What follows belongs to an exercise in optimizing a design on an open flow for small area, a short achievable clock period and few clock cycles per item; a production flow would make more cautious choices. No run shown here included a check of the RTL's function; only the layout flow was run.

===== config.mk =====
export PLATFORM = sky130hd
export DESIGN_NAME = ysyx_divunit
export DESIGN_NICKNAME = ysyx_divunit
export VERILOG_FILES = /design/flow/design.v
export SDC_FILE = /design/flow/constraint.sdc
export NUM_CORES = 8
export LEC_CHECK = 0
export CAP_MARGIN = 20
export CORE_MARGIN = 2
export CORE_UTILIZATION = 50
export PLACE_DENSITY = 0.6
export SETUP_SLACK_MARGIN = 5
export SLEW_MARGIN = 20

===== constraint.sdc =====
create_clock -name core_clock -period 10.0 [get_ports {clk}]
set_input_delay 2.0000 -clock core_clock [delete_from_list [all_inputs] [get_ports {clk}]]
set_output_delay 2.0000 -clock core_clock [all_outputs]
set_load 0.01 [all_outputs]

===== design.v =====
module ysyx_divunit (
    input             clk,
    input             rstn,
    input             div_valid,
    input             div_word,
    input             div_sign,
    input             alu_sec,
    input      [63:0] dividend,
    input      [63:0] divisor,
    output            res_rdy,
    output     [63:0] div_res
);
localparam S_IDLE = 3'd0, S_BL = 3'd1, S_ITER = 3'd3, S_NEG = 3'd4, S_DONE = 3'd5;
reg  [2:0]  state;
reg  [63:0] rem;      
reg  [64:0] dsr;      
reg  [63:0] quo;      
reg  [4:0]  cnt;      
reg         na_r, nb_r, sec_r, w_r, cin_r, done_r;
reg  [2:0]  f1, f0;
wire [63:0] a64 = div_word ? {{32{div_sign & dividend[31]}}, dividend[31:0]} : dividend;
wire [63:0] b64 = div_word ? {{32{div_sign & divisor[31]}},  divisor[31:0]}  : divisor;
wire        na  = div_sign & a64[63];
wire        nb  = div_sign & b64[63];
wire [63:0] xa  = a64 ^ {64{na}};    
wire [63:0] xb  = b64 ^ {64{nb}};    
function [6:0] msb64(input [63:0] x);
    reg [31:0] v1; reg [1*32-1:0] p1;
    reg [15:0] v2; reg [2*16-1:0] p2;
    reg [7:0]  v3; reg [3*8-1:0]  p3;
    reg [3:0]  v4; reg [4*4-1:0]  p4;
    reg [1:0]  v5; reg [5*2-1:0]  p5;
    integer i;
    begin
        for (i = 0; i < 32; i = i + 1) begin
            v1[i] = x[2*i+1] | x[2*i];
            p1[i] = x[2*i+1];
        end
        for (i = 0; i < 16; i = i + 1) begin
            v2[i] = v1[2*i+1] | v1[2*i];
            p2[2*i +: 2] = v1[2*i+1] ? {1'b1, p1[(2*i+1)*1 +: 1]} : {1'b0, p1[(2*i)*1 +: 1]};
        end
        for (i = 0; i < 8; i = i + 1) begin
            v3[i] = v2[2*i+1] | v2[2*i];
            p3[3*i +: 3] = v2[2*i+1] ? {1'b1, p2[(2*i+1)*2 +: 2]} : {1'b0, p2[(2*i)*2 +: 2]};
        end
        for (i = 0; i < 4; i = i + 1) begin
            v4[i] = v3[2*i+1] | v3[2*i];
            p4[4*i +: 4] = v3[2*i+1] ? {1'b1, p3[(2*i+1)*3 +: 3]} : {1'b0, p3[(2*i)*3 +: 3]};
        end
        for (i = 0; i < 2; i = i + 1) begin
            v5[i] = v4[2*i+1] | v4[2*i];
            p5[5*i +: 5] = v4[2*i+1] ? {1'b1, p4[(2*i+1)*4 +: 4]} : {1'b0, p4[(2*i)*4 +: 4]};
        end
        msb64 = {v5[1] | v5[0], v5[1] ? {1'b1, p5[9:5]} : {1'b0, p5[4:0]}};
    end
endfunction
wire [6:0] ma = msb64(rem);
wire [6:0] mb = msb64(quo);
wire       va = ma[6], vb = mb[6];
wire [5:0] pa = ma[5:0], pb = mb[5:0];
wire       bz   = ~vb & ~nb_r;                                
wire [6:0] dab  = {1'b0, pa} - {1'b0, pb};
wire       lt0  = dab[6];                                     
wire       lt1  = dab[6] & ~(&dab);                           
wire       k0   = bz | (na_r ? (vb & (va ? lt1 : (pb != 6'd0))) : (~va | (vb & lt0)));
wire [5:0] sdif = (va ? pa + 6'd1 : 6'd0) + {5'd0, na_r} - (vb ? pb + 6'd1 : 6'd1);
wire [4:0] t    = sdif[5:1];
wire [64:0] y0 = {quo, nb_r};
wire [64:0] y1 = t[0] ? {y0[62:0], {2{nb_r}}}  : y0;
wire [64:0] y2 = t[1] ? {y1[60:0], {4{nb_r}}}  : y1;
wire [64:0] y3 = t[2] ? {y2[56:0], {8{nb_r}}}  : y2;
wire [64:0] y4 = t[3] ? {y3[48:0], {16{nb_r}}} : y3;
wire [64:0] y5 = t[4] ? {y4[32:0], {32{nb_r}}} : y4;
wire [64:0] e1  = {1'b0, dsr[64:1]};
wire [64:0] r65 = {1'b0, rem};
wire [64:0] x1  = ~dsr;
wire [64:0] x2  = ~e1;
wire [63:0] ta, tb, tc;
wire        ca, cb, cc;
add_pfx #(.N(65)) u_a (.a(r65), .b(x1), .ci(cin_r), .s({ta_hi, ta}), .co(ca));    
add_pfx #(.N(65)) u_b (.a(r65), .b(x2), .ci(cin_r), .s({tb_hi, tb}), .co(cb));    
wire [64:0] cs_s = r65 ^ x1 ^ x2;
wire [64:0] cs_c = (r65 & x1) | (r65 & x2) | (x1 & x2);
wire [1:0]  tc_hi;
add_pfx #(.N(66)) u_c (.a({1'b0, cs_s}), .b({cs_c, cin_r}), .ci(cin_r), .s({tc_hi, tc}), .co(cc));  
wire ta_hi, tb_hi;
wire last  = (cnt == 5'd0);
wire s_idle = (state == S_IDLE), s_bl = (state == S_BL), s_iter = (state == S_ITER), s_neg = (state == S_NEG);
wire mvq   = s_iter & last & ~sec_r;                
wire act   = (s_iter & ~mvq) | s_neg;
wire g3    = cc & act;
wire g1    = (ca & act) | (s_bl & ~k0);
wire gb    = cb & act;
wire q1    = ca;
wire q2    = ca ? cc : cb;
wire [63:0] alt = s_idle ? xa : (mvq ? {quo[61:0], q1, q2} : rem);
wire negq  = ~sec_r & (na_r ^ nb_r);
wire negr  = sec_r & na_r;
always @(posedge clk or negedge rstn) begin
    if (!rstn) begin
        state  <= S_IDLE;
        done_r <= 1'b0;
    end else begin
        done_r <= 1'b0;
        case (state)
            S_IDLE:  if (div_valid) state <= S_BL;
            S_BL:    if (k0) begin state <= S_DONE; done_r <= 1'b1; end else state <= S_ITER;
            S_ITER:  if (last) begin
                         if (negq | negr) state <= S_NEG;
                         else begin state <= S_DONE; done_r <= 1'b1; end
                     end
            S_NEG:   begin state <= S_DONE; done_r <= 1'b1; end
            default: state <= S_IDLE;
        endcase
    end
end
always @(posedge clk) begin
    rem <= g3 ? tc : g1 ? ta : gb ? tb : alt;
    case (state)
        S_IDLE: begin
            quo   <= xb;
            dsr   <= {65{1'b1}};
            na_r  <= na;
            nb_r  <= nb;
            sec_r <= alu_sec;
            w_r   <= div_word;
            cin_r <= na;
            f1    <= 3'b111;
            f0    <= 3'b000;
        end
        S_BL: begin
            dsr   <= y5;
            quo   <= 64'd0;
            cnt   <= t;
            cin_r <= ~nb_r;
            if (k0) begin
                if (sec_r) begin           
                    f1 <= {~na_r & ~w_r, ~na_r, ~na_r};
                    f0 <= {na_r & ~w_r, na_r, na_r};
                end else begin             
                    f1 <= {bz & ~na_r & ~w_r, bz & ~na_r, bz};
                    f0 <= {bz & ~na_r & ~w_r, bz & ~na_r, bz};
                end
            end
        end
        S_ITER: begin
            dsr <= last ? 65'd1 : {2'b0, dsr[64:2]};
            quo <= {quo[61:0], q1, q2};
            cnt <= cnt - 5'd1;
            if (last) cin_r <= 1'b1;
        end
        S_NEG: begin                       
            if (ca) begin
                f1 <= {1'b0, 1'b0, 1'b0};
                f0 <= {~w_r, 1'b1, 1'b1};
            end
        end
        default: ;
    endcase
end
genvar gi;
generate
    for (gi = 0; gi < 64; gi = gi + 1) begin : g_out
        localparam integer G = (gi == 0) ? 0 : (gi < 32) ? 1 : 2;
        assign div_res[gi] = rem[gi] ? f1[G] : f0[G];
    end
endgenerate
assign res_rdy = done_r;
endmodule
module add_pfx #(parameter N = 64) (
    input  [N-1:0] a,
    input  [N-1:0] b,
    input          ci,
    output [N-1:0] s,
    output         co
);
localparam M = N + 1;    
reg [M-1:0] g, p;
integer d, i;
always @* begin
    g = {a & b, ci};
    p = {a ^ b, 1'b0};
    for (d = 1; d < M; d = d * 2)
        for (i = M-1; i >= 0; i = i - 1)
            if ((i / d) % 2 == 1) begin
                g[i] = g[i] | (p[i] & g[(i/d)*d - 1]);
                p[i] = p[i] & p[(i/d)*d - 1];
            end
end
assign s  = (a ^ b) ^ g[M-2:0];
assign co = g[M-1];
endmodule

===== run.sh =====
#!/bin/bash
# synth_recipe.tcl (not shown) runs the flow's synth.tcl, then flattens the netlist and writes it again
# the make line also repeats each setting of config.mk as NAME=value (left out here)
make -C /OpenROAD-flow-scripts/flow DESIGN_CONFIG=/design/flow/config.mk WORK_HOME=/design/flow/orfs CLKGATE_MAP_FILE= SYNTH_SCRIPT=/design/flow/synth_recipe.tcl finish

==> results.json, run 1 <==
{
  "finalCritPeriodShare": 0.587,
  "synth_nets": 3618,
  "ios": 199,
  "synth_flop_cell": "edfxtp_1",
  "grt_max_degree": 79,
  "instances_no_fill": 4252,
  "setup_violations": 0,
  "cts_tree": "done",
  "rsz0062_at_grt": "true",
  "clock_path_buffers": 3,
  "drt_iter0_drc": 4167,
  "design_area_um2": 36000,
  "synth_edf_count": 209,
  "fmax_mhz": 170,
  "clock_skew_ps": 13.9,
  "worstPathArrival_ps": 6330,
  "seq_area_frac_synth": 0.232,
  "vias": 29400,
  "ff2ff_setup_slack_ps": 4130,
  "grt_pass1_wl_um": 187000,
  "synth.area.top_cells": "edfxtp_1, ha_1, fa_1",
  "clkSinkCount": 213,
  "gp_congestion": 1.05,
  "postSynth.asyncResetShare": 0.0188,
  "synth_top_area_cell": "edfxtp_1",
  "hp-class": "register to register",
  "postPlaceCellArea_um2": 30100,
  "avgSynthCellArea_um2": 8.61,
  "grt_pass1_vias": 28300,
  "synthToLayoutAreaGrowth_pct": 31.1,
  "postRouteAntennaNets": 0,
  "start_util": 0.508,
  "setup.worst_path.end_class": "register",
  "antenna_found_initial": 8,
  "hold_violations": 0,
  "drive_above_1_share": 0.205,
  "critPathRequiredTime_ps": 10460,
  "dp_hpwl_um": 86200,
  "maxCapViolCount": 0,
  "root_buffer": "clkbuf_16",
  "drt_wl_total_um": 131000,
  "via_per_inst": 6.92,
  "dp.cells": 3939,
  "synthDistinctLibCells": 92,
  "clock_latency_ps": 620,
  "h-tree-depth": 1,
  "portBuffers": 198,
  "numCtsBuffers": 29,
  "route.detailed.drc": 0,
  "period_needed_ps": 5870,
  "tightest_slew_ps": 1140,
  "synth-seq-cells": 213,
  "die-area_um2": 56800,
  "slew_headroom": 0.234,
  "yosys_warnings": 3,
  "crit_path_max_fanout": 7,
  "status": "no timing/DRC/antenna violations",
  "drv_slew": 0,
  "clk_pin_slew_ps": 70,
  "nNetsFinal": 3957,
  "overflow": 0,
  "die_height_um": 238,
  "hold-worst-slack_ps": 573,
  "rows": 85,
  "die_w_um": 238,
  "hold_buffers": 0,
  "fin_tns_setup_ps": 0,
  "grt_use_total": 0.444,
  "synth_cells": 3191,
  "syn_area_um2": 27500,
  "drt_first_pass_iters": 8,
  "synth_common_cells": "nand2_1, a21oi_1, nor2_1",
  "core-area_um2": 54000,
  "yosysTopAreaCellShare": 0.229,
  "yosysMostFrequentCell": "nand2_1",
  "wl_per_cell_um": 30.8,
  "critPathLaunchType": "register",
  "crit_type": "register to register"
}
[logic make-up (layout without fill, tap and decap cells)]
kind of cell | after synthesis | count (layout) | share of synthesized area
compound gates | 987 | 990 | 0.235
xor+xnor | 283 | 284 | 0.0909
fa+ha+maj | 293 | 293 | 0.156
buf+inv | 330 | 686 | 0.0479
flops | 213 | 213 | 0.232
mux | 207 | 207 | 0.0836
other cells | 0 | 3 | 0
simple gates | 878 | 880 | 0.154
[through the flow]
stage / worst slack, ps / util
after CTS: 4470 / 0.645
final: 4130 / 0.667
after global placement: 2590 / 0.557
after global routing: 4080 / 0.666
after detailed placement: 2470 / 0.557
after floorplan: 5000 / -
[layout by cell type, fill, tap and decap left out, types with 37 or more instances in the layout]
master	synthesis	final
a211oi_1	76	38
a21o_1	42	40
a21oi_1	269	248
buf_4	5	174
buf_6	4	38
clkdlybuf4s50_1	0	198
edfxtp_1	209	209
fa_1	84	81
ha_1	209	202
inv_1	143	140
mux2_2	69	68
mux2i_1	127	119
nand2_1	279	258
nand3_1	65	56
nor2_1	221	203
nor2b_1	43	38
nor3_1	55	48
o211ai_1	62	62
o21ai_0	217	171
o21ai_1	9	37
xnor2_1	114	109
xor2_1	168	167
[path summary, 6_finish.rpt]
path | endpoint | from | cells after the start
worst max-delay path | dsr[15] | rem[37] | 21
worst min-delay path | dsr[32] | dsr[34] | 1
worst max register to register | dsr[15] | rem[37] | 21
worst min register to register | dsr[32] | dsr[34] | 1
max in group asynchronous | state[1] | rstn | 1
min in group asynchronous | done_r | rstn | 1
[flip-flops by register name (all words and copies together) (netlist names), 3 cells and up]
signal  count
cnt         5
dsr        65
f0          3
f1          3
quo        64
rem        64
state       3
[layer usage]
layer,vias up,part of all wire,GRT usage
met1,14200,0.38,0.576
met4,8,0.058,0.209
met5,-,0.00036,0
met2,2109,0.42,0.660
li1,12600,-,-
met3,469,0.14,0.155
[final cells by class]
class	instances	area [um2]
repair buffers	486	5380
fillers	4494	18000
flip-flops and latches	213	6380
clock inverters	17	178
well taps	696	871
diodes	3	7.51
clock buffers	37	786
multi-input cells	2654	21900
inverters	146	556
[timing repair]
item,4_1_cts,5_1_grt
endpoints found under the setup margin,207,200
resized for setup,342,161
setup buffers,184,34
cloned,30,6
pin swaps,93,61
[critical path, stage by stage, from the launching register on]
cell	delay (ps)
edfxtp_1	580
nor4_2	350
nand2_1	270
a21oi_1	620
a2bb2oi_2	460
nand3_1	190
xnor2_1	180
ha_1	360
ha_4	330
inv_1	120
a31oi_1	160
o21ai_1	120
a211oi_4	250
mux2i_1	140
a21oi_2	160
o211ai_4	140
xnor2_4	320
buf_8	200
nand2_4	60
o21ai_4	280
buf_6	210
a211o_1	170
==> inputs of run 2 (changes only) <==
--- a/config.mk
+++ b/config.mk
@@ -11,3 +11,3 @@
 export PLACE_DENSITY = 0.6
-export SETUP_SLACK_MARGIN = 5
+export SETUP_SLACK_MARGIN = 3
 export SLEW_MARGIN = 20
==> run 2 against run 1 <==
Still clean; worst setup slack got worse by 1000 ps; hold slack worse by 6.5 ps; critical path depth shrank 4; largest cell class unchanged.
==> results.json, run 2 <==
{
  "die_w_um": 238,
  "synth_common_cells": "nand2_1, a21oi_1, nor2_1",
  "synth.area.top_cells": "edfxtp_1, ha_1, fa_1",
  "drt_first_pass_iters": 6,
  "via_per_inst": 6.67,
  "drive_above_1_share": 0.0746,
  "die_height_um": 238,
  "holdPathStages": 1,
  "vias": 26700,
  "drt_iter0_drc": 3005,
  "fin_ws_ps": 3140,
  "crit_buf_inv": 2,
  "synth_flop_cell": "edfxtp_1",
  "hold_buffers": 0,
  "fmax_mhz": 146,
  "largestRegisters": "dsr: 65 flops, quo: 64 flops, rem: 64 flops",
  "numCtsBuffers": 29,
  "grt_pass1_wl_um": 160000,
  "crit_path_max_fanout": 54,
  "synthDistinctLibCells": 92,
  "antenna_cells": 0,
  "design_area_um2": 31200,
  "route.detailed.drc": 0,
  "core-area_um2": 54000,
  "rsz0062_at_grt": "false",
  "portBuffers": 198,
  "wl_per_cell_um": 27.0,
  "clkSinkCount": 213,
  "synth_cells": 3191,
  "crit_path_top_delay_cell": "a2111oi_0",
  "nFillCells": 4942,
  "finalCritPeriodShare": 0.686,
  "antenna_found_initial": 10,
  "regMostFlops": "dsr",
  "overflow": 0,
  "postPlaceCellArea_um2": 30000,
  "worstPathArrival_ps": 7350,
  "clock_skew_ps": 15.1,
  "cp_cell_sequence": "nor4_2, nand2_1, a2111oi_0, o21ai_0, a32o_1, ha_1, and2_1, ha_1, fa_4, xnor2_2, buf_4, buf_6, mux2i_1, mux2i_1, mux2i_1, a2111oi_0, a2111o_1",
  "synth_top_area_cell": "edfxtp_1",
  "fin_tns_setup_ps": 0,
  "final_cell_mix": "nand2_1, a21oi_1, nor2_1, o21ai_0",
  "slew_headroom": 0.227,
  "synth_nets": 3618,
  "yosysTopAreaCellShare": 0.229,
  "drt_wl_total_um": 108000,
  "utilization": 0.577,
  "synth-seq-cells": 213,
  "postSynth.asyncResetShare": 0.0188,
  "synth_edf_count": 209,
  "final_common_cell": "nand2_1",
  "setup.worst_path.end_class": "register",
  "grt_max_degree": 78,
  "grt_use_total": 0.372,
  "yosysMostFrequentCell": "nand2_1",
  "root_buffer": "clkbuf_16",
  "status": "no timing/DRC/antenna violations",
  "cts_tree": "done",
  "avgSynthCellArea_um2": 8.61,
  "die-area_um2": 56800,
  "yosys_warnings": 3,
  "gp_congestion": 0.978,
  "ios": 199,
  "synthToLayoutAreaGrowth_pct": 13.6,
  "grt_pass1_vias": 25300,
  "critPathMaxStageDelay_ps": 830,
  "nNetsFinal": 3715,
  "crit_type": "register to register",
  "crit_family": "compound AO/OA/AOI/OAI gates",
  "path_common_cell": "mux2i_1",
  "setup_violations": 0,
  "dp_hpwl_um": 82500,
  "largest_reg_flops": 65,
  "cp_num_cells": 17,
  "clk_pin_slew_ps": 60,
  "hp-class": "register to register",
  "ff2ff_setup_slack_ps": 3140,
  "critPathLaunchType": "register",
  "critPathRequiredTime_ps": 10480,
  "clock_path_buffers": 3,
  "clock_latency_ps": 620,
  "hold_violations": 0,
  "postRouteAntennaNets": 0,
  "syn_area_um2": 27500,
  "period_needed_ps": 6860,
  "pre_cts_ws_ps": 2710,
  "h-tree-depth": 1,
  "tightest_slew_ps": 1150,
  "rr_worst_depth": 17,
  "start_util": 0.508,
  "drv_slew": 0,
  "rows": 85,
  "seq_area_frac_synth": 0.232,
  "maxCapViolCount": 0
}
==> run 2: kinds of logic (layout without fill, tap and decap cells) <==
kind of cell,count (synthesis),in the layout,share of synthesized area
and+or+nand+nor,878,878,0.154
AOI/OAI and AO/OA,987,987,0.235
DFF,213,213,0.232
muxes,207,207,0.0836
adders and majority gates,293,293,0.156
xor gates and xnor gates,283,284,0.0909
buffers and inverters,330,447,0.0479
==> run 2: what timing repair did <==
| action | CTS | global route |
|---|---|---|
| setup endpoints to repair | 23 | 91 |
| setup buffers | 0 | 4 |
| hold endpoints to repair | 0 | 0 |
| resized for setup | 5 | 11 |
| gates cloned | 1 | 0 |
| pin swaps | 1 | 2 |
==> run 2: final timing paths <==
kind | from | to
setup / recovery | rem[51] | dsr[54]
hold / removal | dsr[27] | dsr[25]
setup reg to reg | rem[51] | dsr[54]
hold reg to reg | dsr[27] | dsr[25]
max in group asynchronous | rstn | state[1]
min in group asynchronous | rstn | done_r
==> run 2: metal layers <==
| layer | part of all wire | GRT usage | wire [um] | up-vias |
|---|---|---|---|---|
| met5 | 0.00051 | 0 | 55 | - |
| met4 | 0.038 | 0.128 | 4100 | 8 |
| met3 | 0.094 | 0.0609 | 10200 | 200 |
| met2 | 0.44 | 0.571 | 47700 | 1376 |
| met1 | 0.43 | 0.531 | 46000 | 13100 |
| li1 | - | - | - | 12100 |
==> run 2: cell type report <==
type                       count  area [um2]  share of cell area
multi-input combinational   2649       20000               0.640
sequential                   213        6380               0.204
timing repair buffer         249        2440              0.0781
tap                          696         871              0.0279
clock buffer                  29         726              0.0233
inverter                     146         548              0.0176
clock inverter                23         264             0.00847
==> run 2: per-stage QoR <==
step / hold slack [ps] / cells
finish: 567 / 4005
global route: 595 / 4005
CTS: 566 / 4000
detailed placement: 550 / 3947
global placement: 549 / 3946
floorplan: 524 / 3191
==> inputs of run 3 (changes only) <==
--- a/design.v
+++ b/design.v
@@ -12,3 +12,3 @@
 );
-localparam S_IDLE = 3'd0, S_BL = 3'd1, S_ITER = 3'd3, S_NEG = 3'd4, S_DONE = 3'd5;
+localparam S_IDLE = 3'd0, S_SHIFT = 3'd1, S_ITER = 3'd3, S_NEG = 3'd4, S_DONE = 3'd5;
 reg  [2:0]  state;
@@ -57,7 +57,7 @@
 endfunction
-wire [6:0] ma = msb64(rem);
-wire [6:0] mb = msb64(quo);
+wire [6:0] ma = msb64(xa);
+wire [6:0] mb = msb64(xb);
 wire       va = ma[6], vb = mb[6];
 wire [5:0] pa = ma[5:0], pb = mb[5:0];
-wire       bz   = ~vb & ~nb_r;                                
+wire       bz   = ~vb & ~nb;                                  
 wire [6:0] dab  = {1'b0, pa} - {1'b0, pb};
@@ -65,5 +65,5 @@
 wire       lt1  = dab[6] & ~(&dab);                           
-wire       k0   = bz | (na_r ? (vb & (va ? lt1 : (pb != 6'd0))) : (~va | (vb & lt0)));
-wire [5:0] sdif = (va ? pa + 6'd1 : 6'd0) + {5'd0, na_r} - (vb ? pb + 6'd1 : 6'd1);
-wire [4:0] t    = sdif[5:1];
+wire       k0   = bz | (na ? (vb & (va ? lt1 : (pb != 6'd0))) : (~va | (vb & lt0)));
+wire [5:0] sdif = (va ? pa + 6'd1 : 6'd0) + {5'd0, na} - (vb ? pb + 6'd1 : 6'd1);
+wire [4:0] t    = cnt;
 wire [64:0] y0 = {quo, nb_r};
@@ -88,3 +88,3 @@
 wire last  = (cnt == 5'd0);
-wire s_idle = (state == S_IDLE), s_bl = (state == S_BL), s_iter = (state == S_ITER), s_neg = (state == S_NEG);
+wire s_idle = (state == S_IDLE), s_sh = (state == S_SHIFT), s_iter = (state == S_ITER), s_neg = (state == S_NEG);
 wire mvq   = s_iter & last & ~sec_r;                
@@ -92,3 +92,3 @@
 wire g3    = cc & act;
-wire g1    = (ca & act) | (s_bl & ~k0);
+wire g1    = (ca & act) | s_sh;
 wire gb    = cb & act;
@@ -106,4 +106,6 @@
         case (state)
-            S_IDLE:  if (div_valid) state <= S_BL;
-            S_BL:    if (k0) begin state <= S_DONE; done_r <= 1'b1; end else state <= S_ITER;
+            S_IDLE:  if (div_valid) begin
+                         if (k0) begin state <= S_DONE; done_r <= 1'b1; end else state <= S_SHIFT;
+                     end
+            S_SHIFT: state <= S_ITER;
             S_ITER:  if (last) begin
@@ -128,19 +130,18 @@
             cin_r <= na;
-            f1    <= 3'b111;
-            f0    <= 3'b000;
+            cnt   <= sdif[5:1];
+            if (!k0) begin
+                f1 <= 3'b111;
+                f0 <= 3'b000;
+            end else if (alu_sec) begin    
+                f1 <= {~na & ~div_word, ~na, ~na};
+                f0 <= {na & ~div_word, na, na};
+            end else begin                 
+                f1 <= {bz & ~na & ~div_word, bz & ~na, bz};
+                f0 <= {bz & ~na & ~div_word, bz & ~na, bz};
+            end
         end
-        S_BL: begin
+        S_SHIFT: begin
             dsr   <= y5;
             quo   <= 64'd0;
-            cnt   <= t;
             cin_r <= ~nb_r;
-            if (k0) begin
-                if (sec_r) begin           
-                    f1 <= {~na_r & ~w_r, ~na_r, ~na_r};
-                    f0 <= {na_r & ~w_r, na_r, na_r};
-                end else begin             
-                    f1 <= {bz & ~na_r & ~w_r, bz & ~na_r, bz};
-                    f0 <= {bz & ~na_r & ~w_r, bz & ~na_r, bz};
-                end
-            end
         end
--- a/config.mk
+++ b/config.mk
@@ -11,3 +11,3 @@
 export PLACE_DENSITY = 0.6
-export SETUP_SLACK_MARGIN = 3
+export SETUP_SLACK_MARGIN = 5
 export SLEW_MARGIN = 20
==> run 3 against run 2 <==
Via count increased by 20%; clock-buffer cell count fell by 1; synthesized area increased by 9.8%; global-route usage up 0.71 points; synthesized cell count up 13%; largest cell class unchanged; highest routed layer is now met4.
==> results.json, run 3 <==
{
  "core-area_um2": 60000,
  "final_common_cell": "nand2_1",
  "utilization": 0.632,
  "largest_reg_flops": 65,
  "rr_worst_depth": 23,
  "hold_buffers": 0,
  "crit_path_max_fanout": 6,
  "synthToLayoutAreaGrowth_pct": 25.9,
  "antenna_found_initial": 1,
  "finalCritPeriodShare": 0.639,
  "numCtsBuffers": 27,
  "rsz0062_at_grt": "true",
  "avgSynthCellArea_um2": 8.34,
  "drt_first_pass_iters": 6,
  "seq_area_frac_synth": 0.211,
  "fmax_mhz": 156,
  "synth_edf_count": 209,
  "multiInputGateArea_um2": 24300,
  "dp_hpwl_um": 87700,
  "via_per_inst": 6.82,
  "root_buffer": "clkbuf_16",
  "portBuffers": 198,
  "worstSetupStartpoint": "dividend[63]",
  "h-tree-depth": 1,
  "yosysMostFrequentCell": "o21ai_0",
  "final_cell_mix": "nand2_1, o21ai_0, a21oi_1",
  "grt_max_degree": 103,
  "crit_path_end": "cnt[4]",
  "tightest_slew_ps": 1030,
  "rr_startpoint": "dsr[1]",
  "die_height_um": 250,
  "synth-seq-cells": 213,
  "synthDistinctLibCells": 105,
  "ff2ff_setup_slack_ps": 4730,
  "drt_iter0_drc": 4008,
  "hp-class": "register to register",
  "setup.worst_path.end_class": "register",
  "vias": 32000,
  "grt_use_total": 0.379,
  "clock_skew_ps": 24.5,
  "synth_top_area_cell": "edfxtp_1",
  "setup_violations": 0,
  "critPathLaunchType": "input pin",
  "cts_tree": "done",
  "wl_per_cell_um": 26.8,
  "yosysTopAreaCellShare": 0.208,
  "synth_nets": 4044,
  "synth.area.top_cells": "edfxtp_1, ha_1, fa_1",
  "gp_congestion": 0.973,
  "synthAdderAreaFrac": 0.142,
  "maxCapViolCount": 0,
  "nFillCells": 5079,
  "postRouteAntennaNets": 0,
  "status": "no timing/DRC/antenna violations",
  "drive_above_1_share": 0.199,
  "period_needed_ps": 6390,
  "hold_violations": 0,
  "synth_xor_area_frac": 0.0653,
  "start_util": 0.502,
  "largestRegisters": "dsr: 65 flops, quo: 64 flops, rem: 64 flops",
  "route.detailed.drc": 0,
  "crit_type": "input pin to register",
  "clk_pin_slew_ps": 70,
  "worstPathArrival_ps": 6720,
  "regMostFlops": "dsr",
  "clock_latency_ps": 580,
  "synthSimpleGateAreaFrac": 0.165,
  "syn_area_um2": 30200,
  "hold-worst-slack_ps": 576,
  "slew_headroom": 0.309,
  "synth_flop_cell": "edfxtp_1",
  "critPathRequiredTime_ps": 10330,
  "postSynth.asyncResetShare": 0.0188,
  "synth_compound_area_frac": 0.272,
  "synth_common_cells": "o21ai_0, nand2_1, a21oi_1",
  "ios": 199,
  "rows": 90,
  "nNetsFinal": 4317,
  "synthMuxAreaShare": 0.0928,
  "fin_tns_setup_ps": 0,
  "yosys_warnings": 3,
  "overflow": 0,
  "r2r-end": "rem[53]",
  "synth_top_family_by_area": "compound AO/OA/AOI/OAI gates",
  "grt_pass1_wl_um": 184000,
  "synth_cells": 3617,
  "regArea_um2": 6380,
  "grt_pass1_vias": 30300,
  "clock_path_buffers": 3,
  "drv_slew": 0,
  "clkSinkCount": 213,
  "drt_wl_total_um": 126000,
  "die-area_um2": 62300,
  "die_w_um": 250
}
## run 3: cell families (layout without fill, tap and decap cells)
family / count (synthesis) / after routing
AO/OA/AOI/OAI: 1260 / 1260
XOR/XNOR: 225 / 225
adder cells (fa/ha/maj): 293 / 293
buffers and inverters: 379 / 661
flip-flops: 213 / 213
multiplexers: 230 / 231
other: 0 / 1
AND/OR/NAND/NOR: 1017 / 1026
## run 3: final cells by class
| type | count | share of cell area |
|---|---|---|
| timing repair inverter | 2 | 0.000527 |
| tap | 782 | 0.0258 |
| timing repair buffer | 448 | 0.123 |
| clock buffer | 28 | 0.0179 |
| sequential | 213 | 0.168 |
| multi-input combinational | 3035 | 0.640 |
| inverter | 163 | 0.0170 |
| clock inverter | 20 | 0.00748 |
| antenna | 1 | 0.0000659 |
## run 3: worst min path at each step
stage | slack [ps] | startpoint | cells after the start | endpoint
after floorplan | 530 | dsr[9] | 2 | dsr[7]
after global placement | 560 | w_r | 1 | f0[2]
after detailed placement | 560 | dsr[52] | 2 | dsr[50]
after CTS | 580 | dsr[52] | 2 | dsr[50]
after global routing | 590 | w_r | 1 | f0[2]
final | 580 | w_r | 1 | f0[2]
## run 3: what timing repair did
item / CTS / global route
setup endpoints to repair: 141 / 141
gates cloned: 22 / 9
buffers inserted: 142 / 54
pin swaps: 107 / 104
resized for setup: 483 / 229
## run 3: per-stage QoR
stage / instances / instance area, um2 / setup WS, ps
after detailed placement: 4414 / 32700 / 1370
after CTS: 4626 / 36500 / 3770
after floorplan: 3617 / 30400 / 3550
after global placement: 4414 / 32700 / 1470
final: 4692 / 38000 / 3610
after global routing: 4691 / 38000 / 3560
## run 3: layer usage
| layer | part of all wire | track usage |
|---|---|---|
| met4 | 0.062 | 0.182 |
| met1 | 0.39 | 0.493 |
| met3 | 0.092 | 0.0614 |
| met2 | 0.46 | 0.617 |
| met5 | 0 | 0 |
## run 3: critical path, cell delays in order
cell      delay [ps]
buf_8            100
buf_12           120
buf_4            150
and4_4           190
a221oi_4         300
a21o_1           220
nor4_4            70
buf_4            160
buf_4            140
o21a_1           140
nor4_4           370
inv_2             90
ha_4             180
xor2_1           160
and2_4           170
ha_4             240
ha_4             240
nand2_4           70
o21ai_4           70
o41ai_4          370
xnor2_2          140
buf_4            150
nand3b_1          70
o221a_2          200
o21ai_2           60
or4_1            410
o311a_1          120
==> inputs of run 4 (changes only) <==
==> design.v (replaced) <==
module ysyx_divunit (
    input             clk,
    input             rstn,
    input             div_valid,
    input             div_word,
    input             div_sign,
    input             alu_sec,
    input      [63:0] dividend,
    input      [63:0] divisor,
    output            res_rdy,
    output     [63:0] div_res
);
localparam S_IDLE = 3'd0, S_SHIFT = 3'd1, S_ITER = 3'd2, S_NEG = 3'd3, S_DONE = 3'd4;
reg  [2:0]  state;
reg  [63:0] rem;      
reg  [63:0] dn;       
reg  [63:0] quo;      
reg  [5:0]  cnt;      
reg         nb_r, sec_r, w_r, cin_r, negq_r, negr_r, done_r;
reg         at_r, bt_r;   
reg  [2:0]  f1, f0;
wire [63:0] a64 = div_word ? {{32{div_sign & dividend[31]}}, dividend[31:0]} : dividend;
wire [63:0] b64 = div_word ? {{32{div_sign & divisor[31]}},  divisor[31:0]}  : divisor;
wire        na  = div_sign & a64[63];
wire        nb  = div_sign & b64[63];
wire [63:0] xa  = a64 ^ {64{na}};    
wire [63:0] xb  = b64 ^ {64{nb}};    
function [6:0] msb64(input [63:0] x);
    reg [31:0] v1; reg [1*32-1:0] p1;
    reg [15:0] v2; reg [2*16-1:0] p2;
    reg [7:0]  v3; reg [3*8-1:0]  p3;
    reg [3:0]  v4; reg [4*4-1:0]  p4;
    reg [1:0]  v5; reg [5*2-1:0]  p5;
    integer i;
    begin
        for (i = 0; i < 32; i = i + 1) begin
            v1[i] = x[2*i+1] | x[2*i];
            p1[i] = x[2*i+1];
        end
        for (i = 0; i < 16; i = i + 1) begin
            v2[i] = v1[2*i+1] | v1[2*i];
            p2[2*i +: 2] = v1[2*i+1] ? {1'b1, p1[(2*i+1)*1 +: 1]} : {1'b0, p1[(2*i)*1 +: 1]};
        end
        for (i = 0; i < 8; i = i + 1) begin
            v3[i] = v2[2*i+1] | v2[2*i];
            p3[3*i +: 3] = v2[2*i+1] ? {1'b1, p2[(2*i+1)*2 +: 2]} : {1'b0, p2[(2*i)*2 +: 2]};
        end
        for (i = 0; i < 4; i = i + 1) begin
            v4[i] = v3[2*i+1] | v3[2*i];
            p4[4*i +: 4] = v3[2*i+1] ? {1'b1, p3[(2*i+1)*3 +: 3]} : {1'b0, p3[(2*i)*3 +: 3]};
        end
        for (i = 0; i < 2; i = i + 1) begin
            v5[i] = v4[2*i+1] | v4[2*i];
            p5[5*i +: 5] = v4[2*i+1] ? {1'b1, p4[(2*i+1)*4 +: 4]} : {1'b0, p4[(2*i)*4 +: 4]};
        end
        msb64 = {v5[1] | v5[0], v5[1] ? {1'b1, p5[9:5]} : {1'b0, p5[4:0]}};
    end
endfunction
wire [6:0] ma = msb64(xa);
wire [6:0] mb = msb64(xb);
wire       va = ma[6], vb = mb[6];
wire [5:0] pa = ma[5:0];
wire [5:0] pb = vb ? mb[5:0] : 6'd0;
wire       bz   = ~vb & ~nb;                                  
wire [6:0] dab  = {1'b0, pa} - {1'b0, pb};                    
wire       k0   = bz | (va ? (dab[6] & (~na | ~(&dab))) : (~na | (pb != 6'd0)));
wire [5:0] sdif = va ? dab[5:0] + {5'd0, na} : 6'd0;
wire        fl = ~nb_r;
wire [63:0] y0 = quo;
wire [63:0] y1 = cnt[0] ? {y0[62:0], {1{fl}}}  : y0;
wire [63:0] y2 = cnt[1] ? {y1[61:0], {2{fl}}}  : y1;
wire [63:0] y3 = cnt[2] ? {y2[59:0], {4{fl}}}  : y2;
wire [63:0] y4 = cnt[3] ? {y3[55:0], {8{fl}}}  : y3;
wire [63:0] y5 = cnt[4] ? {y4[47:0], {16{fl}}} : y4;
wire [63:0] y6 = cnt[5] ? {y5[31:0], {32{fl}}} : y5;
wire        q;
wire [64:0] sum;
add_pfx #(.N(65)) u_add (.a({at_r, rem}), .b({bt_r, dn}), .ci(cin_r), .s(sum), .co(q));
wire [63:0] t = sum[63:0];
wire        qb = q | (sum[64] & ~at_r);
wire last   = (cnt == 6'd0);
wire s_idle = (state == S_IDLE), s_iter = (state == S_ITER);
wire mvq    = s_iter & last & ~sec_r;                 
wire [63:0] alt = s_idle ? xa : (mvq ? {quo[62:0], qb} : rem);
reg  [2:0] nxt;
always @* begin
    nxt = state;
    case (state)
        S_IDLE:  if (div_valid) nxt = k0 ? S_DONE : S_SHIFT;
        S_SHIFT: nxt = S_ITER;
        S_ITER:  if (last) nxt = (negq_r | negr_r) ? S_NEG : S_DONE;
        S_NEG:   nxt = S_DONE;
        default: nxt = S_IDLE;
    endcase
end
wire [5:0] cnt_nxt  = (state == S_IDLE) ? sdif : (s_iter ? cnt - 6'd1 : cnt);
wire [5:0] cnt_it   = s_iter ? cnt - 6'd1 : cnt;
wire       mvq_nxt  = (nxt == S_ITER) & (cnt_it == 6'd0) & ~sec_r;
always @(posedge clk or negedge rstn) begin
    if (!rstn) begin
        state  <= S_IDLE;
        done_r <= 1'b0;
        at_r   <= 1'b0;
        bt_r   <= 1'b0;
    end else begin
        state  <= nxt;
        done_r <= (nxt == S_DONE);
        at_r   <= (nxt == S_SHIFT) | (nxt == S_NEG) | ((nxt == S_ITER) & ~mvq_nxt);
        bt_r   <= (nxt == S_SHIFT) | (nxt == S_NEG);
    end
end
always @(posedge clk) begin
    rem <= q ? t : alt;
    cnt <= cnt_nxt;
    case (state)
        S_IDLE: begin
            quo    <= ~xb;
            dn     <= 64'd0;
            nb_r   <= nb;
            sec_r  <= alu_sec;
            w_r    <= div_word;
            cin_r  <= na;
            negq_r <= ~alu_sec & (na ^ nb);
            negr_r <= alu_sec & na;
            if (!k0) begin
                f1 <= 3'b111;
                f0 <= 3'b000;
            end else if (alu_sec) begin    
                f1 <= {~na & ~div_word, ~na, ~na};
                f0 <= {na & ~div_word, na, na};
            end else begin                 
                f1 <= {bz & ~na & ~div_word, bz & ~na, bz};
                f0 <= {bz & ~na & ~div_word, bz & ~na, bz};
            end
        end
        S_SHIFT: begin
            dn    <= y6;
            quo   <= 64'd0;
            cin_r <= ~nb_r;
        end
        S_ITER: begin
            dn  <= last ? {64{1'b1}} : {1'b1, dn[63:1]};
            quo <= {quo[62:0], qb};
            if (last) cin_r <= 1'b0;
        end
        S_NEG: begin
            f1 <= 3'b000;
            f0 <= {~w_r, 2'b11};
        end
        default: ;
    endcase
end
genvar gi;
generate
    for (gi = 0; gi < 64; gi = gi + 1) begin : g_out
        localparam integer G = (gi == 0) ? 0 : (gi < 32) ? 1 : 2;
        assign div_res[gi] = rem[gi] ? f1[G] : f0[G];
    end
endgenerate
assign res_rdy = done_r;
endmodule
module add_pfx #(parameter N = 64) (
    input  [N-1:0] a,
    input  [N-1:0] b,
    input          ci,
    output [N-1:0] s,
    output         co
);
localparam M = N + 1;    
reg [M-1:0] g, p;
integer d, i;
always @* begin
    g = {a & b, ci};
    p = {a ^ b, 1'b0};
    for (d = 1; d < M; d = d * 2)
        for (i = M-1; i >= 0; i = i - 1)
            if ((i / d) % 2 == 1) begin
                g[i] = g[i] | (p[i] & g[(i/d)*d - 1]);
                p[i] = p[i] & p[(i/d)*d - 1];
            end
end
assign s  = (a ^ b) ^ g[M-2:0];
assign co = g[M-1];
endmodule
==> run 4 against run 3 <==
Still clean on timing, DRC and antenna; core utilization is 1.8 points lower; critical path depth is 6 lower; critical endpoint is now f1[0]; largest cell class unchanged.
==> results.json, run 4 <==
{
  "die_w_um": 214,
  "crit_family": "compound AO/OA/AOI/OAI gates",
  "clock_path_buffers": 3,
  "synth_flop_cell": "edfxtp_1",
  "ios": 199,
  "tightest_slew_ps": 1130,
  "drt_iter0_drc": 2747,
  "fin_ws_ps": 4190,
  "synthDistinctLibCells": 101,
  "vias": 21400,
  "setup_violations": 0,
  "start_util": 0.509,
  "fin_tns_setup_ps": 0,
  "drv_slew": 0,
  "drive_above_1_share": 0.160,
  "crit_type": "input pin to register",
  "pre_cts_ws_ps": 1820,
  "seq_area_frac_synth": 0.291,
  "synth-seq-cells": 216,
  "synth_nets": 2784,
  "synth.area.top_cells": "edfxtp_1, xnor2_1, o21ai_0",
  "nFillCells": 3911,
  "wl_per_cell_um": 24.9,
  "drt_wl_total_um": 82200,
  "via_per_inst": 6.48,
  "portBuffers": 198,
  "yosysTopAreaCellShare": 0.279,
  "status": "no timing/DRC/antenna violations",
  "die_height_um": 214,
  "finalCritPeriodShare": 0.581,
  "holdPathStages": 2,
  "synth_common_cells": "nand2_1, o21ai_0, nor2_1",
  "final_cell_mix": "nand2_1, o21ai_0, nor2_1",
  "crit_path_top_delay_cell": "clkdlybuf4s50_1",
  "dp.cells": 3178,
  "h-tree-depth": 1,
  "crit_path_max_fanout": 5,
  "final_common_cell": "nand2_1",
  "multiInputGateArea_um2": 15300,
  "die-area_um2": 45600,
  "syn_area_um2": 22000,
  "root_buffer": "clkbuf_16",
  "rsz0062_at_grt": "true",
  "overflow": 0,
  "synth_top_area_cell": "edfxtp_1",
  "critPathLaunchType": "input pin",
  "postRouteAntennaNets": 0,
  "synthToLayoutAreaGrowth_pct": 20.8,
  "antenna_found_initial": 0,
  "drt_first_pass_iters": 6,
  "avgSynthCellArea_um2": 8.55,
  "cp_cell_sequence": "clkdlybuf4s50_1, or2_2, o22ai_2, nand3_2, a21oi_4, buf_4, o31ai_1, o22ai_2, nor3_2, ha_2, fa_2, nor2b_1, o21ai_1, nand2b_1, xor2_2, nand3_1, nor4_2, a221oi_2, nor3_2, a31o_2, o31a_1",
  "core-area_um2": 43200,
  "synth_cells": 2569,
  "clk_pin_slew_ps": 60,
  "maxCapViolCount": 0,
  "period_needed_ps": 5810,
  "grt_max_degree": 71,
  "hp-class": "register to register",
  "rows": 76,
  "setup.worst_path.end_class": "register",
  "grt_pass1_wl_um": 121000,
  "instances_no_fill": 3297,
  "clkSinkCount": 216,
  "synth_edf_count": 204,
  "grt_use_total": 0.351,
  "antenna_cells": 0,
  "postSynth.asyncResetShare": 0.0278,
  "critPathMaxStageDelay_ps": 540,
  "worstPathArrival_ps": 6110,
  "cp_num_cells": 21,
  "route.detailed.drc": 0,
  "yosys_warnings": 2,
  "cts_tree": "done",
  "yosysMostFrequentCell": "nand2_1",
  "nNetsFinal": 2907,
  "hold_violations": 0,
  "gp_congestion": 0.992,
  "dp_hpwl_um": 60900,
  "numCtsBuffers": 26,
  "rr_worst_depth": 17,
  "fmax_mhz": 172,
  "critPathRequiredTime_ps": 10300,
  "clock_latency_ps": 560,
  "crit_buf_inv": 2,
  "slew_headroom": 0.244,
  "largestRegisters": "dn: 64 flops, quo: 64 flops, rem: 64 flops",
  "regArea_um2": 6400,
  "clock_skew_ps": 23.0,
  "grt_pass1_vias": 19600
}
run 4: worst min-delay path, stage by stage (launching register included):
cell and delay [ps]:
edfxtp_1 340, o21ai_0 90, o211ai_1 80
run 4: kinds of logic after synthesis:
| logic type | count (synthesis) | share of synthesized area |
|---|---|---|
| buffers and inverters | 267 | 0.0511 |
| and+or+nand+nor | 782 | 0.164 |
| muxes | 243 | 0.143 |
| xor gates and xnor gates | 193 | 0.0770 |
| AOI/OAI and AO/OA | 787 | 0.225 |
| DFF | 216 | 0.291 |
| adders and majority gates | 81 | 0.0489 |
run 4: worst paths after layout:
path / from / slack [ps] / end
hold reg to reg: dn[20] / 630 / dn[19]
setup reg to reg: rem[0] / 5290 / rem[0]
min in group asynchronous: rstn / 1730 / done_r
hold / removal: dn[20] / 630 / dn[19]
max in group asynchronous: rstn / 8000 / state[1]
setup / recovery: dividend[51] / 4190 / f1[0]
run 4: metal layers:
layer / global-route usage / wire length [um] / vias to the layer above
met5: 0 / 0 / -
met4: 0.103 / 2560 / 0
met3: 0.0445 / 7640 / 141
met2: 0.541 / 36600 / 1184
met1: 0.516 / 35500 / 10300
li1: - / - / 9770
run 4: cell type report:
cell class                      count  area share
Multi-Input combinational cell   2092       0.575
Sequential cell                   216       0.241
Timing Repair Buffer              288       0.112
Clock buffer                       46      0.0323
Tap cell                          585      0.0276
Inverter                           67      0.0103
Clock inverter                      2    0.000566
Timing Repair inverter              1    0.000330
run 4: per-stage QoR:
step | hold slack [ps] | utilization | cell area, um2
floorplan | 550 | - | 22000
global placement | 599 | 0.558 | 24100
detailed placement | 604 | 0.558 | 24100
CTS | 621 | 0.606 | 26200
global route | 659 | 0.615 | 26500
finish | 625 | 0.615 | 26500
run 4: what timing repair did:
action	4_1_cts	5_1_grt
gates cloned	13	1
buffers inserted	46	10
hold buffers	0	0
pin swaps	47	37
gates resized for setup	252	72
endpoints found under the setup margin	105	48
==> inputs of run 5 (changes only) <==
--- a/design.v
+++ b/design.v
@@ -18,3 +18,5 @@
 reg  [5:0]  cnt;      
-reg         nb_r, sec_r, w_r, cin_r, negq_r, negr_r, done_r;
+reg  [5:0]  pa_r, pb_r;   
+reg         va_r, na_r;
+reg         vb_r, nb_r, sec_r, w_r, cin_r, negq_r, negr_r, done_r;
 reg         at_r, bt_r;   
@@ -60,17 +62,15 @@
 wire [6:0] mb = msb64(xb);
-wire       va = ma[6], vb = mb[6];
-wire [5:0] pa = ma[5:0];
-wire [5:0] pb = vb ? mb[5:0] : 6'd0;
-wire       bz   = ~vb & ~nb;                                  
-wire [6:0] dab  = {1'b0, pa} - {1'b0, pb};                    
-wire       k0   = bz | (va ? (dab[6] & (~na | ~(&dab))) : (~na | (pb != 6'd0)));
-wire [5:0] sdif = va ? dab[5:0] + {5'd0, na} : 6'd0;
+wire       bz   = (pb_r == 6'd0) & ~vb_r & ~nb_r;              
+wire [6:0] dab  = {1'b0, pa_r} - {1'b0, pb_r};                
+wire       k0   = bz | (va_r ? (dab[6] & (~na_r | ~(&dab))) : (~na_r | (pb_r != 6'd0)));
+wire [5:0] sdif = va_r ? dab[5:0] + {5'd0, na_r} : 6'd0;
 wire        fl = ~nb_r;
+wire [5:0]  sh = sdif;
 wire [63:0] y0 = quo;
-wire [63:0] y1 = cnt[0] ? {y0[62:0], {1{fl}}}  : y0;
-wire [63:0] y2 = cnt[1] ? {y1[61:0], {2{fl}}}  : y1;
-wire [63:0] y3 = cnt[2] ? {y2[59:0], {4{fl}}}  : y2;
-wire [63:0] y4 = cnt[3] ? {y3[55:0], {8{fl}}}  : y3;
-wire [63:0] y5 = cnt[4] ? {y4[47:0], {16{fl}}} : y4;
-wire [63:0] y6 = cnt[5] ? {y5[31:0], {32{fl}}} : y5;
+wire [63:0] y1 = sh[0] ? {y0[62:0], {1{fl}}}  : y0;
+wire [63:0] y2 = sh[1] ? {y1[61:0], {2{fl}}}  : y1;
+wire [63:0] y3 = sh[2] ? {y2[59:0], {4{fl}}}  : y2;
+wire [63:0] y4 = sh[3] ? {y3[55:0], {8{fl}}}  : y3;
+wire [63:0] y5 = sh[4] ? {y4[47:0], {16{fl}}} : y4;
+wire [63:0] y6 = sh[5] ? {y5[31:0], {32{fl}}} : y5;
 wire        q;
@@ -88,4 +88,4 @@
     case (state)
-        S_IDLE:  if (div_valid) nxt = k0 ? S_DONE : S_SHIFT;
-        S_SHIFT: nxt = S_ITER;
+        S_IDLE:  if (div_valid) nxt = S_SHIFT;
+        S_SHIFT: nxt = k0 ? ((sec_r & na_r) ? S_NEG : S_DONE) : S_ITER;
         S_ITER:  if (last) nxt = (negq_r | negr_r) ? S_NEG : S_DONE;
@@ -95,5 +95,4 @@
 end
-wire [5:0] cnt_nxt  = (state == S_IDLE) ? sdif : (s_iter ? cnt - 6'd1 : cnt);
-wire [5:0] cnt_it   = s_iter ? cnt - 6'd1 : cnt;
-wire       mvq_nxt  = (nxt == S_ITER) & (cnt_it == 6'd0) & ~sec_r;
+wire [5:0] cnt_nxt  = (state == S_SHIFT) ? sdif : cnt - 6'd1;
+wire       mvq_nxt  = (nxt == S_ITER) & (cnt_nxt == 6'd0) & ~sec_r;
 always @(posedge clk or negedge rstn) begin
@@ -124,17 +123,19 @@
             negr_r <= alu_sec & na;
-            if (!k0) begin
+            na_r   <= na;
+            va_r   <= ma[6];
+            vb_r   <= mb[6];
+            pa_r   <= ma[5:0];
+            pb_r   <= mb[6] ? mb[5:0] : 6'd0;
+        end
+        S_SHIFT: begin
+            dn    <= k0 ? {64{1'b1}} : y6;
+            quo   <= 64'd0;
+            cin_r <= ~nb_r & ~k0;
+            if (!k0 || sec_r) begin
                 f1 <= 3'b111;
                 f0 <= 3'b000;
-            end else if (alu_sec) begin    
-                f1 <= {~na & ~div_word, ~na, ~na};
-                f0 <= {na & ~div_word, na, na};
             end else begin                 
-                f1 <= {bz & ~na & ~div_word, bz & ~na, bz};
-                f0 <= {bz & ~na & ~div_word, bz & ~na, bz};
+                f1 <= {bz & ~na_r & ~w_r, bz & ~na_r, bz};
+                f0 <= {bz & ~na_r & ~w_r, bz & ~na_r, bz};
             end
-        end
-        S_SHIFT: begin
-            dn    <= y6;
-            quo   <= 64'd0;
-            cin_r <= ~nb_r;
         end
==> run 5 against run 4 <==
Critical path type unchanged; highest routed layer is now met5; clock-buffer cell count shrank 13; non-clock buffer count shrank 57; maximum frequency grew 20%; via count shrank 4.3%; hold slack lost 83 ps; core utilization shrank 3.0 points; cell count shrank 3.2%; routed wire length shrank 6.5%.
==> results.json, run 5 <==
{
  "drive_above_1_share": 0.0898,
  "drt_first_pass_iters": 6,
  "nFillCells": 3923,
  "cp_cell_sequence": "clkdlybuf4s50_1, buf_4, and2_2, clkbuf_8, a311oi_1, or2_2, or3_1, nor2_1, nand2_1, o32a_1",
  "wl_per_cell_um": 24.1,
  "overflow": 0,
  "holdPathStages": 1,
  "fin_tns_setup_ps": 0,
  "via_per_inst": 6.41,
  "synth_nets": 2722,
  "ios": 199,
  "syn_area_um2": 22000,
  "grt_pass1_wl_um": 115000,
  "antenna_found_initial": 2,
  "pre_cts_ws_ps": 4140,
  "hold-worst-slack_ps": 543,
  "root_buffer": "clkbuf_16",
  "grt_max_degree": 105,
  "synth-seq-cells": 231,
  "die-area_um2": 45800,
  "synth_common_cells": "o21ai_0, mux2i_1, a21oi_1",
  "cp_num_cells": 10,
  "clkSinkCount": 231,
  "finalCritPeriodShare": 0.484,
  "hold_violations": 0,
  "gp_congestion": 0.964,
  "largestRegisters": "dn: 64 flops, quo: 64 flops, rem: 64 flops",
  "setup.worst_path.end_class": "register",
  "status": "no timing/DRC/antenna violations",
  "hold_buffers": 0,
  "clock_path_buffers": 3,
  "crit_buf_inv": 3,
  "portBuffers": 198,
  "crit_path_top_delay_cell": "clkdlybuf4s50_1",
  "drt_wl_total_um": 76900,
  "slew_headroom": 0.264,
  "drt_iter0_drc": 2249,
  "critPathLaunchType": "input pin",
  "rows": 76,
  "dp_hpwl_um": 57700,
  "rsz0062_at_grt": "true",
  "synth.area.top_cells": "edfxtp_1, mux2i_1, xnor2_1",
  "grt_pass1_vias": 19400,
  "critPathMaxStageDelay_ps": 460,
  "synth_cells": 2507,
  "crit_type": "input pin to register",
  "yosys_warnings": 2,
  "hp-class": "register to register",
  "core-area_um2": 43300,
  "crit_path_max_fanout": 57,
  "die_w_um": 214,
  "critPathRequiredTime_ps": 10320,
  "maxCapViolCount": 0,
  "numCtsBuffers": 29,
  "final_common_cell": "o21ai_0",
  "nNetsFinal": 2798,
  "synth_top_area_cell": "edfxtp_1",
  "drv_slew": 0,
  "period_needed_ps": 4840,
  "synth_flop_cell": "edfxtp_1",
  "worstPathArrival_ps": 5160,
  "instances_no_fill": 3191,
  "clock_skew_ps": 17.6,
  "die_height_um": 214,
  "fmax_mhz": 207,
  "utilization": 0.585,
  "avgSynthCellArea_um2": 8.79,
  "h-tree-depth": 1,
  "clk_pin_slew_ps": 70,
  "postRouteAntennaNets": 0,
  "route.detailed.drc": 0,
  "seq_area_frac_synth": 0.311,
  "rr_worst_depth": 15,
  "fin_ws_ps": 5160,
  "yosysTopAreaCellShare": 0.299,
  "yosysMostFrequentCell": "o21ai_0",
  "synthDistinctLibCells": 86,
  "cts_tree": "done",
  "setup_violations": 0,
  "start_util": 0.509,
  "tightest_slew_ps": 1100,
  "dp.cells": 3130,
  "vias": 20400,
  "clock_latency_ps": 580,
  "crit_family": "simple AND/OR/NAND/NOR gates",
  "postSynth.asyncResetShare": 0.0260,
  "synth_edf_count": 219,
  "grt_use_total": 0.322,
  "final_cell_mix": "o21ai_0, mux2i_1, a21oi_1",
  "synthToLayoutAreaGrowth_pct": 14.9
}
run 5: cell types whose count changed after synthesis, sizes merged, moves of 15 or more:
cell / change
mux2i: +120
nand2: -77
nor2: -64
a21oi: +38
mux4: -37
o21ai: -37
nand3: -24
mux2: +21
a22oi: -18
edfxtp: +15
run 5: final cells by class:
type                            count  area [um2]  area share
Tap cell                          585         732      0.0289
Timing Repair inverter              1        5.00    0.000198
Inverter                           75         285      0.0113
Timing Repair Buffer              231        2270      0.0897
Sequential cell                   231        6850       0.270
Multi-Input combinational cell   2014       14200       0.561
Antenna cell                        1        2.50   0.0000989
Clock inverter                     20         214     0.00845
Clock buffer                       33         761      0.0301
run 5: worst paths after layout:
kind,start,end,slack [ps]
worst max-delay path,div_sign,pb_r[0],5160
worst min-delay path,w_r,f0[2],540
worst max register to register,rem[0],rem[19],5270
worst min register to register,w_r,f0[2],540
max in group asynchronous,rstn,state[0],7970
min in group asynchronous,rstn,state[1],1730
run 5: through the flow:
step / instance area (um2)
floorplan: 22000
global placement: 24200
detailed placement: 24200
CTS: 25200
global route: 25300
finish: 25300
run 5: cell families after synthesis:
logic type	share of synthesized area
compound gates	0.218
simple gates	0.133
mux	0.170
buf+inv	0.0478
flops	0.311
xor+xnor	0.0709
fa+ha+maj	0.0487
run 5: timing repair:
item	in CTS	in global routing
gates resized for setup	4	7
endpoints found under the setup margin	108	99
cloned	1	0
pin swaps	0	1
setup buffers	0	4
run 5: per-layer routing:
| metal | wire, um | vias to the layer above | track usage |
|---|---|---|---|
| li1 | - | 9532 | - |
| met1 | 34000 | 9899 | 0.458 |
| met2 | 34900 | 861 | 0.516 |
| met3 | 5830 | 146 | 0.0375 |
| met4 | 2190 | 2 | 0.0904 |
| met5 | 8 | - | 0 |
==> inputs of run 6 (changes only) <==
==> flow/run.sh (new file) <==
#!/bin/bash
# The standard ORFS layout; the port buffers are buf_1 cells instead of the
# resizer's default pick (a delay buffer). Full make output goes to standard.log.
set -euo pipefail
bash standard.sh "BUFFER_PORTS_ARGS=-buffer_cell sky130_fd_sc_hd__buf_1" finish > standard.log 2>&1
==> standard.sh (new file) <==
#!/bin/bash
# synth_recipe.tcl (not shown) runs the flow's synth.tcl, then flattens the netlist and writes it again
# the make line also repeats each setting of config.mk as NAME=value (left out here)
make -C /OpenROAD-flow-scripts/flow DESIGN_CONFIG=/design/flow/config.mk WORK_HOME=/design/flow/orfs CLKGATE_MAP_FILE= SYNTH_SCRIPT=/design/flow/synth_recipe.tcl "${@:-finish}"
removed: run.sh
==> run 6 against run 5 <==
Core utilization shrank 2.9 points; die area unchanged; still clean; sequential cell count unchanged; hold slack gained 31 ps.
==> results.json, run 6 <==
{
  "status": "no timing/DRC/antenna violations",
  "postRouteAntennaNets": 0,
  "drive_above_1_share": 0.0865,
  "seq_area_frac_synth": 0.311,
  "finalCritPeriodShare": 0.485,
  "crit_path_max_fanout": 57,
  "synthMuxAreaShare": 0.170,
  "yosysMostFrequentCell": "o21ai_0",
  "drv_slew": 0,
  "hold_buffers": 0,
  "die_height_um": 214,
  "antenna_cells": 0,
  "fin_tns_setup_ps": 0,
  "synth_flop_cell": "edfxtp_1",
  "drt_iter0_drc": 2057,
  "clock_latency_ps": 580,
  "gp_congestion": 1.02,
  "yosysTopAreaCellShare": 0.299,
  "maxCapViolCount": 0,
  "synth_top_family_by_area": "compound AO/OA/AOI/OAI gates",
  "fmax_mhz": 206,
  "clock_path_buffers": 3,
  "hp-class": "register to register",
  "design_area_um2": 24000,
  "synthDistinctLibCells": 86,
  "die-area_um2": 45800,
  "root_buffer": "clkbuf_16",
  "synth_cells": 2507,
  "postSynth.asyncResetShare": 0.0260,
  "tightest_slew_ps": 1100,
  "slew_headroom": 0.269,
  "syn_area_um2": 22000,
  "synthSimpleGateAreaFrac": 0.133,
  "synth_compound_area_frac": 0.218,
  "wl_per_cell_um": 24.0,
  "crit_type": "input pin to register",
  "vias": 20200,
  "setup.worst_path.end_class": "register",
  "portBuffers": 198,
  "synth_top_area_cell": "edfxtp_1",
  "critPathLaunchType": "input pin",
  "final_common_cell": "o21ai_0",
  "synth.area.top_cells": "edfxtp_1, mux2i_1, xnor2_1",
  "overflow": 0,
  "synthToLayoutAreaGrowth_pct": 9.17,
  "worstPathArrival_ps": 5160,
  "synth_xor_area_frac": 0.0709,
  "rows": 76,
  "cts_tree": "done",
  "period_needed_ps": 4850,
  "synth_nets": 2722,
  "core-area_um2": 43300,
  "synthAdderAreaFrac": 0.0487,
  "hold_violations": 0,
  "clkSinkCount": 231,
  "setup_violations": 0,
  "ios": 199,
  "drt_wl_total_um": 76500,
  "via_per_inst": 6.34,
  "synth_edf_count": 219,
  "die_w_um": 214,
  "grt_pass1_vias": 19100,
  "antenna_found_initial": 6,
  "yosys_warnings": 2,
  "avgSynthCellArea_um2": 8.79,
  "grt_pass1_wl_um": 116000,
  "final_cell_mix": "o21ai_0, mux2i_1, a21oi_1",
  "dp.cells": 3131,
  "clock_skew_ps": 21.3,
  "nNetsFinal": 2795,
  "rsz0062_at_grt": "true",
  "synth_common_cells": "o21ai_0, mux2i_1, a21oi_1",
  "start_util": 0.509,
  "clk_pin_slew_ps": 60,
  "numCtsBuffers": 28,
  "route.detailed.drc": 0,
  "largestRegisters": "dn: 64 flops, quo: 64 flops, rem: 64 flops",
  "critPathRequiredTime_ps": 10310,
  "dp_hpwl_um": 57200,
  "grt_max_degree": 105,
  "instances_no_fill": 3187,
  "grt_use_total": 0.322,
  "h-tree-depth": 1,
  "synth-seq-cells": 231,
  "drt_first_pass_iters": 6,
  "postPlaceCellArea_um2": 23000
}
run 6: cell counts after synthesis:
No cell type changed its count.
run 6: cell type report:
| cell class | instances | area (um2) |
|---|---|---|
| fillers | 4051 | 19200 |
| multi-input cells | 2014 | 14200 |
| flip-flops and latches | 231 | 6850 |
| repair buffers | 229 | 1020 |
| clock buffers | 33 | 741 |
| well taps | 585 | 732 |
| inverters | 75 | 290 |
| clock inverters | 19 | 223 |
| repair inverters | 1 | 5.00 |
run 6: worst paths after layout:
path | from | end | slack (ps) | cells after the start
max | divisor[63] | pb_r[0] | 5150 | 9
min | negq_r | state[2] | 570 | 1
max in group asynchronous | rstn | at_r | 8350 | 1
max reg2reg | rem[0] | rem[19] | 5170 | 14
min in group asynchronous | rstn | done_r | 1340 | 1
min reg2reg | negq_r | state[2] | 570 | 1
run 6: routing by layer:
metal,share of wire,vias up,global-route usage
met5,0.00075,-,0
li1,-,9510,-
met4,0.025,10,0.0797
met1,0.45,9796,0.468
met3,0.069,115,0.0395
met2,0.45,764,0.509
run 6: worst max-delay path: stages:
cell      delay (ps)
buf_1            430
and2_2           230
buf_4            560
a311oi_1         340
or2_2            420
or3_1            470
nor2_1           300
nand2_1           80
o32a_1           300
run 6: what timing repair did:
item,in CTS,in global routing
pin swaps,0,1
resized for setup,5,6
setup buffers,0,2
cloned,1,0
endpoints found under the setup margin,59,51
run 6: per-stage QoR:
stage                     hold slack [ps]  setup WS (ps)   util
after floorplan                       510           5260      -
after global placement                538           3970  0.532
after detailed placement              565           3920  0.532
after CTS                             572           4870  0.555
after global routing                  606           5000  0.556
final                                 574           5150  0.556
run 6: cells by family after synthesis:
family,Yosys count
mux,347
compound gates,777
buf+inv,262
simple gates,634
flops,231
fa+ha+maj,81
xor+xnor,175

what the ideal ports hide:
No port has a modelled driver above. Below, the same layouts with a new extraction and two added sets of constraints. Step 1, drivers: a clkbuf_16 drives clk and a buf_2 each remaining input, both assumed. Step 2, shift: input delay + t, output delay - t, t = (earliest + latest rising clock arrival at the registers) / 2. This alone moves slack from input paths to output paths. a / b / c = ideal ports / drivers / drivers and shift; a / b = the first two.
run	shift t [ns]	setup WS [ns]	hold slack, ns	latest minus earliest clock arrival (ns)	slew at the worst register clock pin (ns)
run 1	0.673	4.134 / 4.134 / 4.134	0.573 / 0.573 / 0.573	0.014 / 0.014	0.07 / 0.07
run 2	0.677	3.136 / 3.136 / 3.136	0.567 / 0.567 / 0.567	0.016 / 0.016	0.07 / 0.07
run 3	0.635	3.610 / 3.587 / 2.951	0.576 / 0.576 / 0.576	0.025 / 0.025	0.07 / 0.07
run 4	0.601	4.194 / 4.170 / 3.570	0.625 / 0.625 / 0.625	0.023 / 0.023	0.06 / 0.06
run 5	0.636	5.159 / 5.196 / 4.560	0.543 / 0.543 / 0.543	0.018 / 0.018	0.07 / 0.07
run 6	0.627	5.148 / 5.174 / 4.559	0.574 / 0.574 / 0.574	0.021 / 0.021	0.08 / 0.08
After both steps every run listed still meets setup and hold. For run 3, which loses most, drivers alone change the setup slack by -0.023 ns; drivers and shift together by -0.659 ns.
